Background: an optimization exercise with open tools, aiming at small area and a short achievable clock period. Do not read the settings as production practice. RTL that was checked went through simulation tests only; none was proved equivalent to the original. Only the layout flow was run in run 2; the RTL was not checked for function there.

## flow/design.v (module list and top-level ports; edited modules follow where they fit)
// module direct_FIR: 1545 lines
// module fa3: 6 lines
// module synthesis_direct_FIR: 8 lines
module synthesis_direct_FIR(out, inp, clk, rstn);
  // ...
==> flow/flow/run.sh <==
#!/bin/bash
# Own layout flow: the standard ORFS flow, with the port buffers built
# from regular buffers instead of delay buffers, and setup repair asked to
# leave a margin (SETUP_MARGIN ns) so that it also works on paths that
# already meet the design's clock period.
set -euo pipefail
cd "$(dirname "$0")/.."
export BUFFER_PORTS_ARGS="-buffer_cell sky130_fd_sc_hd__buf_2"
export SETUP_SLACK_MARGIN=${SETUP_MARGIN:-8.1}
bash standard.sh > standard_make.log 2>&1
==> flow/standard.sh <==
#!/bin/bash
# synth_recipe.tcl (not shown) runs the flow's synth.tcl, then flattens the netlist and writes it again
# the make line also repeats each setting of config.mk as NAME=value (left out here)
make -C /OpenROAD-flow-scripts/flow DESIGN_CONFIG=/design/flow/config.mk WORK_HOME=/design/flow/orfs CLKGATE_MAP_FILE= SYNTH_SCRIPT=/design/flow/synth_recipe.tcl "${@:-finish}"
==> flow/config.mk <==
export PLATFORM = sky130hd
export DESIGN_NAME = synthesis_direct_FIR
export DESIGN_NICKNAME = synthesis_direct_FIR
export VERILOG_FILES = /design/flow/design.v
export SDC_FILE = /design/flow/constraint.sdc
export NUM_CORES = 4
export LEC_CHECK = 0
export CAP_MARGIN = 20
export CORE_MARGIN = 2
export CORE_UTILIZATION = 65
export CTS_BUF_LIST = sky130_fd_sc_hd__clkbuf_16
export CTS_CLUSTER_DIAMETER = 90
export CTS_CLUSTER_SIZE = 30
export SLEW_MARGIN = 20
export SYNTH_HIERARCHICAL = 1
export SYNTH_MINIMUM_KEEP_SIZE = 0
==> flow/constraint.sdc <==
create_clock -name core_clock -period 11.5 [get_ports {clk}]
set_input_delay 2.3000 -clock core_clock [delete_from_list [all_inputs] [get_ports {clk}]]
set_output_delay 2.3000 -clock core_clock [all_outputs]
set_load 0.01 [all_outputs]
==> flow_summary.ini, run 1 <==
[global_route]
grt_overflow_total = 0
grt_pass1_wl_um = 57300

[placement]
placed_cells = 1353
place_ws_ns = 7.870

[route]
routed_wl_um = 37800
met1_length_um = 15050
dr.max_layer_used = met5

[outcome]
status = finished clean

[floorplanning]
start_util = 0.6581
ios = 44
core_um2 = 22430

[finish]
n_all_inverters = 171
largest_reg_flops = 26
seq_area_um2 = 4282
clock_area_frac = 0.02487
buffers = 45
area_growth_pct = 7.687

[worst_hold_path]
min_from = DIR_FIR.x2[5]

[critical_path]
path_cells = fa_1 > fa_1 > fa_1 > fa_1 > fa_1
r2r_setup_slack_ns = 8.14
crit_end = DIR_FIR.q47
crit_start = DIR_FIR.x5[6]
worstSetupPathType = flop to flop
cp-start-kind = flop
arrival_ns = 3.73

[clock_tree]
cts_buffer_depth = 3
clk_pin_slew_ns = 0.11
cts-resized-gates = 9

[synth]
muxShareOfSynthArea = 0.001356
synth_edf_count = 0
synthTopCellsByCount = 390 x fa_1, 213 x dfxtp_1, 171 x inv_1, 72 x ha_1, 22 x a21oi_1
syn_inst = 1030

[sta]
hold_ws_ns = 0.4024
==> run 2: changes to the inputs <==
--- a/flow/design.v
+++ b/flow/design.v
@@ -1535,19 +1535,25 @@
         q84 <= s769;
         q85 <= c764;
         q86 <= s777;
         q87 <= c778;
         q88 <= s781;
         q89 <= c780;
         q90 <= c782;
     end
-    wire [25:0] sum = ra + rb;
+    wire [25:0] sum;
+    cpa_add u_cpa (.a(ra), .b(rb), .s(sum));
     always @(posedge clk) out <= sum;
 endmodule
+module cpa_add (a, b, s);
+    input [25:0] a, b;
+    output [25:0] s;
+    assign s = a + b;
+endmodule
 module fa3 (a, b, c, s, co);
     input a, b, c;
     output s, co;
     assign s = a ^ b ^ c;
     assign co = (a & b) | (a & c) | (b & c);
 endmodule
 module synthesis_direct_FIR(out, inp, clk, rstn);
     localparam X_SIZE = 16;    
==> flow_summary.ini, run 2 <==
[outcome]
status = finished clean

[synth]
synth_top_area_frac = 0.5222
syn_nets = 1538
yosys_warnings = 7
muxShareOfSynthArea = 0.001339
syn_area_per_cell_um2 = 14.13
ys_seq_area_frac = 0.2852
synth_xor_area_frac = 0.01113
syn_inst = 1058
synth-compound-area-share = 0.03833
synth_top_family_by_area = adder cells
synth_flop_cell = dfxtp_1
synthArstFlopShare = 0
synthTopCellsByCount = 390 x fa_1, 213 x dfxtp_1, 170 x inv_1, 72 x ha_1, 29 x a21oi_1
synth_top_cell_by_area = fa_1
syn-cell-area_um2 = 14950
synth_fa_ha_area_frac = 0.5825
yosysMostFrequentCell = fa_1
synth_cell_type_count = 49
synth-seq-cells = 213
synthSimpleGateAreaFrac = 0.03490
synth_area_leaders = fa_1 52%, dfxtp_1 29%, ha_1 6.0%, inv_1 4.3%, a21oi_1 0.97%
synth_edf_count = 0

[finish]
layout_common_cells = 387 x fa_1, 196 x dfxtp_1, 173 x inv_1
finalNetCount = 1589
largest_reg_flops = 26
num_antenna_cells = 0
regMostFlops = DIR_FIR.out
final_common_cell = fa_1
drive_above_1_share = 0.1040
area_growth_pct = 7.281
fin_area_um2 = 16040

[critical_path]
worstPathMaxFanout = 5
cp-start-kind = flop
worstSetupPathType = flop to flop
critPathRequiredTime_ns = 11.84
reg2regPathDepth = 5
arrival_ns = 3.74
critPathCaptureType = flop

[floorplanning]
fp.dieArea_um2 = 24230
dieWidth_um = 155.7
die_h_um = 155.7
core_um2 = 22640
start_util = 0.6603
rows = 55
ios = 44

[route]
antenna_left = 0
drt_iter0_drc = 810
routed_wl_um = 37500
wl_per_cell_um = 26.79
dr.pass1.iters = 5
vias = 8106
viasPerCell = 5.790
drc = 0

[clock_tree]
cts_buffers = 12
clock-sinks = 213
worstSkewPairLatency_ns = 0.50
cts_buffer_depth = 3
cts_max_level = 1
ctsHoldBuffers = 0
cts_tree = built
clk_pin_slew_ns = 0.11
cts_root_buffer = clkbuf_16

[placement]
portBuffers = 43
dp.final_hpwl_um = 32830
post_dp_cell_area_um2 = 15470
gp_congestion = 1.093

[sta]
rsz0062_at_grt = true
fmax_ghz = 0.2944
fin_skew_ns = 0.03214
maxSlewViolCount = 0
setup_violations = 0
finalCriticalPeriod_ns = 3.397
setup_tns_ns = 0
period_share = 0.2954
hold_viol = 0

[global_route]
grtUsageTotal = 0.3348
grt_pass1_vias = 9332
antenna_found_initial = 0
grt_pass1_wl_um = 56500
grt_max_degree = 29
grt_overflow_total = 0

[flow_run]
drv_cap = 0

[worst_hold_path]
holdPathStages = 0
hold_class = flop to flop
==> run 2: kinds of logic (layout without fill, tap and decap cells) <==
group / count (synthesis) / count (layout)
other: 1 / 1
xor gates and xnor gates: 19 / 19
muxes: 2 / 2
AOI/OAI and AO/OA: 87 / 87
and+or+nand+nor: 95 / 95
buffers and inverters: 179 / 236
DFF: 213 / 213
adders and majority gates: 462 / 462
==> run 2: final cells by class <==
cell class	count	area (um^2)
flip-flops and latches	213	4285
repair buffers	46	237.7
multi-input cells	666	10150
inverters	170	638.1
clock buffers	13	325.3
fillers	1566	6601
well taps	285	356.6
clock inverters	7	46.29
==> run 2: stage by stage <==
| step | std cells | hold slack (ns) | utilization | setup slack, ns |
|---|---|---|---|---|
| after floorplan | 1058 | 0.3714 | - | 8.230 |
| after global placement | 1377 | 0.3880 | 0.6832 | 8.049 |
| after detailed placement | 1377 | 0.3953 | 0.6832 | 7.951 |
| after CTS | 1397 | 0.4137 | 0.7030 | 8.099 |
| after global routing | 1400 | 0.4241 | 0.7084 | 8.030 |
| final | 1400 | 0.4107 | 0.7084 | 8.103 |
==> run 2: per-module statistics from Yosys (local to each module, per instance), a selection <==
module      flops+latches  area (um^2)
cpa_add                 0         1548
direct_FIR            213         5615
fa3                     0        20.02
==> run 2: critical path, stage by stage, from the launching register on <==
cell     delay (ns)
dfxtp_1        0.62
fa_1           0.59
fa_1           0.54
fa_1           0.44
fa_1           0.47
fa_1           0.56
==> run 2: final timing paths <==
| check | start | to | slack [ns] |
|---|---|---|---|
| setup / recovery | DIR_FIR.x0[10] | DIR_FIR.q52 | 8.10 |
| hold / removal | DIR_FIR.x0[6] | DIR_FIR.x1[6] | 0.41 |
| setup reg to reg | DIR_FIR.x0[10] | DIR_FIR.q52 | 8.10 |
| hold reg to reg | DIR_FIR.x0[6] | DIR_FIR.x1[6] | 0.41 |
==> run 2: per-layer routing <==
| metal | vias to the layer above | GRT usage | routed length (um) |
|---|---|---|---|
| li1 | 3358 | - | - |
| met4 | 0 | 0.09349 | 1217 |
| met3 | 75 | 0.1161 | 4040 |
| met2 | 412 | 0.5145 | 16920 |
| met5 | - | 0 | 0 |
| met1 | 4261 | 0.4638 | 15320 |
==> run 2: repair_timing <==
item | 4_1_cts | 5_1_grt
gates resized for setup | 18 | 36
pin swaps | 2 | 12
endpoints found under the setup margin | 9 | 15
setup buffers | 0 | 3

-- separate check: timing with driven ports --
In the flow no input, the clock included, has a driving cell. The finished layouts below were timed again as built, in two steps.
Step 1: set_driving_cell puts a clkbuf_16 on clk and a buf_2 on each other input, an assumption about the parent block.
Step 2 times the ports against the registers' clock, not the clock port: input delays grow and output delays shrink by t, the midpoint of the rising clock arrivals with the driver on.
Slacks: no drivers / after step 1 / after step 2; pairs: no drivers / after step 1.
run	t, ns	setup WS [ns]	latest minus earliest clock arrival (ns)
run 1	0.536	8.142 / 8.142 / 8.142	0.018 / 0.019
run 2	0.532	8.103 / 8.103 / 8.103	0.032 / 0.032
After both steps setup and hold are still met in every run listed.
